Background: an optimization exercise with open tools, aiming at a short achievable clock period and few clock cycles. Do not read the settings as production practice.
RTL that was checked went through simulation tests only; none was proved equivalent to the original.
No activity file was given, so power comes from the tool's default toggle rates.

==> inputs of exp/pepper <==
==> flow/design.v (excerpt) <==
module cpu4(input clk,
            input rst,
            output [7:0] imem_addr,
            input [15:0] imem_data,
            output [7:0] dmem_addr,
            output [15:0] dmem_wdata,
            output dmem_we,
            output dmem_re,
            input [15:0] dmem_rdata,
            output rf_we,
            output [3:0] rf_waddr,
            output [15:0] rf_wdata,
            output halted);
clock: 8.0 ns
lec_check: 0
cap_margin: 20
core_margin: 2
core_utilization: 40
setup_slack_margin: 5
slew_margin: 20
run.sh (not shown) runs the stock make flow with config.mk's settings and CLKGATE_MAP_FILE= SYNTH_SCRIPT=/design/flow/synth_recipe.tcl, a recipe that flattens the netlist after the stock synthesis.
==> inputs of exp/lagoon, as changes to exp/pepper <==
==> flow/design.v (replaced) <==
module cpu4(input clk,
            input rst,
            output [7:0] imem_addr,
            input [15:0] imem_data,
            output [7:0] dmem_addr,
            output [15:0] dmem_wdata,
            output dmem_we,
            output dmem_re,
            input [15:0] dmem_rdata,
            output rf_we,
            output [3:0] rf_waddr,
            output [15:0] rf_wdata,
            output halted);
    reg [7:0]  pc;            
    reg [7:0]  pc1;           
    reg        halted_r;
    reg        e_valid;       
    reg        e_wr;          
    reg        e_ld;          
    reg        e_br;          
    reg        e_pred;        
    reg [5:0]  e_bt;          
    reg [3:0]  e_dst;
    reg [15:0] e_a;           
    reg [15:0] e_b;           
    reg        e_cin;         
    reg [7:0]  e_redir;       
    reg [7:0]  e_redir1;      
    reg        e_re_r, e_we_r;
    reg [7:0]  e_daddr;       
    reg [15:0] e_wdata;       
    reg        w_we;
    reg [3:0]  w_addr;
    reg [15:0] w_data;
    wire [255:0] rfv;
    wire [16:0] sum17 = {e_a, 1'b1} + {e_b, e_cin};
    wire [15:0] alu   = sum17[16:1];
    wire [15:0] e_res = e_ld ? dmem_rdata : alu;
    wire eq   = (e_a == e_b);
    wire zero = (e_a == 16'd0);
    wire lt   = $signed(e_a) < $signed(e_b);
    wire gt   = $signed(e_a) > $signed(e_b);
    wire taken = (e_bt[0] & zero) | (e_bt[1] & ~zero) | (e_bt[2] & eq) |
                 (e_bt[3] & ~eq) | (e_bt[4] & lt) | (e_bt[5] & gt);
    wire mispredict = e_valid & e_br & (taken ^ e_pred);
    wire e_fwd = e_valid & e_wr;
    genvar gi;
    generate
        for (gi = 0; gi < 16; gi = gi + 1) begin : R
            reg [15:0] q;
            always @(posedge clk)
                if (e_fwd && e_dst == gi)
                    q <= e_res;
            assign rfv[gi*16 +: 16] = q;
        end
    endgenerate
    wire [3:0] op = imem_data[15:12];
    wire [3:0] rd = imem_data[11:8];
    wire [3:0] ra = imem_data[7:4];
    wire [3:0] rb = imem_data[3:0];
    wire f_ld   = (op == 4'd0);
    wire f_st   = (op == 4'd1);
    wire f_rr   = (op == 4'd2) | (op == 4'd3);
    wire f_ri   = (op == 4'd4) | (op == 4'd5);
    wire f_sub  = (op == 4'd3) | (op == 4'd5);
    wire f_halt = (op == 4'd7);
    wire f_bz   = (op == 4'd8);
    wire f_bnz  = (op == 4'd9);
    wire f_beq  = (op == 4'd13);
    wire f_bneq = (op == 4'd14);
    wire f_blt  = (op == 4'd6);
    wire f_bgt  = (op == 4'd15);
    wire f_cmp  = f_beq | f_bneq | f_blt | f_bgt;    
    wire f_br   = f_bz | f_bnz | f_cmp;
    wire f_wr   = f_ld | f_rr | f_ri;
    wire same = (ra == rd);
    wire back = rb[3];
    wire f_pred = f_bnz | (f_beq & (same | back)) | (f_bneq & ~same) |
                  ((f_blt | f_bgt) & ~same & back);
    wire [15:0] rf_a = rfv[ra*16 +: 16];
    wire [15:0] rf_b = rfv[rb*16 +: 16];
    wire [15:0] rf_d = rfv[rd*16 +: 16];
    wire fa = e_fwd & (e_dst == ra);
    wire fb = e_fwd & (e_dst == rb);
    wire fd = e_fwd & (e_dst == rd);
    wire [15:0] opa = fa ? e_res : rf_a;
    wire [15:0] opr = fb ? e_res : rf_b;
    wire [15:0] opb = f_ri ? {{12{rb[3]}}, rb} :
                      f_cmp ? (fd ? e_res : rf_d) : opr;
    wire [7:0] sx = {{4{rb[3]}}, rb};
    wire [7:0] pc_tgt  = pc1 + sx - 8'd1;
    wire [7:0] pc_tgt1 = pc1 + sx;
    wire [7:0] pc2 = pc1 + 8'd1;
    wire [7:0] pc_pred  = f_pred ? pc_tgt  : pc1;
    wire [7:0] pc_pred1 = f_pred ? pc_tgt1 : pc2;
    wire [7:0] f_redir  = f_pred ? pc1 : pc_tgt;
    wire [7:0] f_redir1 = f_pred ? pc2 : pc_tgt1;
    wire f_go = ~mispredict & ~f_halt & ~halted_r;
    always @(posedge clk) begin
        if (rst) begin
            pc <= 8'd0;
            pc1 <= 8'd1;
            halted_r <= 1'b0;
            e_valid <= 1'b0;
            e_re_r <= 1'b0;
            e_we_r <= 1'b0;
            w_we <= 1'b0;
        end else begin
            if (mispredict) begin
                pc <= e_redir;
                pc1 <= e_redir1;
            end else if (!f_halt && !halted_r) begin
                pc <= pc_pred;
                pc1 <= pc_pred1;
            end
            if (f_halt && !mispredict && !e_fwd)
                halted_r <= 1'b1;
            e_valid <= f_go;
            e_re_r <= f_go & f_ld;
            e_we_r <= f_go & f_st;
            w_we <= e_fwd;
        end
        e_wr <= f_wr;
        e_ld <= f_ld;
        e_br <= f_br;
        e_pred <= f_pred;
        e_bt <= {f_bgt, f_blt, f_bneq, f_beq, f_bnz, f_bz};
        e_dst <= rd;
        e_a <= opa;
        e_b <= f_sub ? ~opb : opb;
        e_cin <= f_sub;
        e_redir <= f_redir;
        e_redir1 <= f_redir1;
        if (f_ld | f_st)
            e_daddr <= opa[7:0];
        if (f_st)
            e_wdata <= opr;
        w_addr <= e_dst;
        w_data <= e_res;
    end
    assign imem_addr = pc;
    assign dmem_addr = e_daddr;
    assign dmem_wdata = e_wdata;
    assign dmem_we = e_we_r;
    assign dmem_re = e_re_r;
    assign rf_we = w_we;
    assign rf_waddr = w_addr;
    assign rf_wdata = w_data;
    assign halted = halted_r;
endmodule
==> inputs of exp/fjord, as changes to exp/pepper <==
--- a/flow/design.v
+++ b/flow/design.v
@@ -27,16 +27,12 @@
     reg [15:0] e_rd;          
     reg [15:0] e_imm;         
     reg        e_fa;          
     reg [5:0]  e_sb;          
     reg        e_cin;         
-    reg [7:0]  e_tgt;         
-    reg [7:0]  e_tgt1;        
-    reg [7:0]  e_fall;        
-    reg [7:0]  e_fall1;       
-    reg        e_zok;         
-    reg        e_zpre;        
+    reg [7:0]  e_redir;       
+    reg [7:0]  e_redir1;      
     reg        e_re_r, e_we_r;
     reg [7:0]  e_daddr;       
     reg [15:0] e_wdata;       
     reg        w_we;
     reg [3:0]  w_addr;
@@ -96,21 +92,17 @@
     wire fa = e_fwd & (e_dst == ra);
     wire fb = e_fwd & (e_dst == rb);
     wire fd = e_fwd & (e_dst == rd);
     wire same = (ra == rd);
     wire back = rb[3];
-    wire z_ok = ~fa | e_zok;
-    wire z_ra = fa ? e_zpre : zf[ra];
-    wire f_pred = (f_bz & z_ok & z_ra) | (f_bnz & ~(z_ok & z_ra)) |
-                  (f_beq & (same | back)) |
+    wire z_ra = fa ? e_zero : zf[ra];
+    wire f_pred = (f_bz & z_ra) | (f_bnz & ~z_ra) | (f_beq & (same | back)) |
                   (f_bneq & ~same) | ((f_blt | f_bgt) & ~same & back);
     wire [15:0] rf_a = rfv[ra*16 +: 16];
     wire [15:0] rf_b = rfv[rb*16 +: 16];
     wire [15:0] rf_d = rfv[rd*16 +: 16];
     wire [15:0] sx16 = {{12{rb[3]}}, rb};
-    wire [15:0] zk = f_sub ? sx16 : (16'd0 - sx16);
-    wire f_zpre = (rf_a == zk);
     wire b_imm = f_ri;
     wire b_rd  = f_cmp & ~fd;
     wire b_w   = (f_cmp & fd) | (~f_ri & ~f_cmp & fb & ~f_sub);
     wire b_wn  = ~f_ri & ~f_cmp & fb & f_sub;
     wire b_rb  = ~f_ri & ~f_cmp & ~fb & ~f_sub;
@@ -136,12 +128,12 @@
     wire [7:0] pc2 = {l3[4] ? hi_p : hi, l3[3:0]};
     wire [7:0] pc_tgt  = tgv[rb*8 +: 8];
     wire [7:0] pc_tgt1 = tgv1[rb*8 +: 8];
     wire [7:0] pc_pred  = f_pred ? pc_tgt  : pc1;
     wire [7:0] pc_pred1 = f_pred ? pc_tgt1 : pc2;
-    wire [7:0] e_redir  = e_pred ? e_fall : e_tgt;
-    wire [7:0] e_redir1 = e_pred ? e_fall1 : e_tgt1;
+    wire [7:0] f_redir  = f_pred ? pc1 : pc_tgt;
+    wire [7:0] f_redir1 = f_pred ? pc2 : pc_tgt1;
     wire f_go = ~mispredict & ~f_halt & ~halted_r;
     always @(posedge clk) begin
         if (rst) begin
             pc <= 8'd0;
             pc1 <= 8'd1;
@@ -176,16 +168,12 @@
         e_rd <= rf_d;
         e_imm <= f_sub ? ~sx16 : sx16;
         e_fa <= fa;
         e_sb <= {b_wn, b_w, b_imm, b_rd, b_rbn, b_rb};
         e_cin <= f_sub;
-        e_tgt <= pc_tgt;
-        e_tgt1 <= pc_tgt1;
-        e_fall <= pc1;
-        e_fall1 <= pc2;
-        e_zok <= f_ri & ~fa;
-        e_zpre <= f_zpre;
+        e_redir <= f_redir;
+        e_redir1 <= f_redir1;
         if (f_ld | f_st)
             e_daddr <= fa ? e_res[7:0] : rf_a[7:0];
         if (f_st)
             e_wdata <= fb ? e_res : rf_b;
         w_addr <= e_dst;
==> comparison table <==
| metric | exp/lagoon | exp/fjord | exp/pepper |
|---|---|---|---|
| Worst hold path stage count | 2 | 2 | 0 |
| Crit path DAT | 3.78 ns | 4.33 ns | 4.31 ns |
| Post-synthesis average cell area | 14.9 sq um | 14.4 sq um | 14.4 sq um |
| Non-Clock Inverter Count | 47 | 61 | 63 |
| Post CTS Setup Buffer Count | 49 | 97 | 106 |
| Outcome | timing/DRC/antenna clean | timing/DRC/antenna clean | timing/DRC/antenna clean |
| Share of the synthesized area in the top cell type | 0.410 | 0.402 | 0.386 |
| Register share of total power | 0.412 | 0.383 | 0.387 |
| CTS sink cnt | 384 | 443 | 461 |
| Slew at the pin closest to its max-slew limit | 0.970 ns | 1.02 ns | 0.999 ns |
| Wire length of the first global-routing pass | 94000 um | 106000 um | 112000 um |
| Switching power of the nets | 0.00193 W | 0.00233 W | 0.00243 W |
| Crit path buffers/inverters | 1 | 4 | 2 |
| WL met3 | 5590 um | 7220 um | 6820 um |
| Clock network area share | 0.0529 | 0.0546 | 0.0519 |
| Clock Power Share | 0.314 | 0.298 | 0.297 |
Testbench counts of exp/lagoon, summed over its fixed seeds: cycles 16,154.
For exp/pepper and exp/fjord, only the layout was checked, not whether the RTL still works.

[what the ideal ports hide]
The flow's constraints put no driver on any port. The routed layouts listed below were extracted and timed again, unchanged, in two steps. Step 1 sets driving cells, clkbuf_16 on the clock port and buf_2 on the other inputs (assumed; they add their load-dependent delay and slew). Step 2 adds t to the input delays and takes it off the output delays; t is the mean of the earliest and latest rising clock arrival at the registers after step 1. Input paths then give back, and output paths get back, about the clock's delay inside the block. Three values: ideal ports, drivers, drivers and shift; two values: the first two.
run	t, ns	setup slack, ns	worst setup path at the end	worst slew at a driven data input, ns	cell pins on the clock port's net
exp/pepper	0.651	4.154 / 3.981 / 3.330	input to register	0.32	1
exp/lagoon	0.635	4.726 / 4.612 / 3.977	input to register	0.32	1
exp/fjord	0.653	4.167 / 4.167 / 3.523	input to register	0.28	1
After both steps every run listed still meets setup and hold. The setup slack of exp/pepper, which loses most, moves by -0.173 ns with the drivers and by -0.824 ns with both steps.
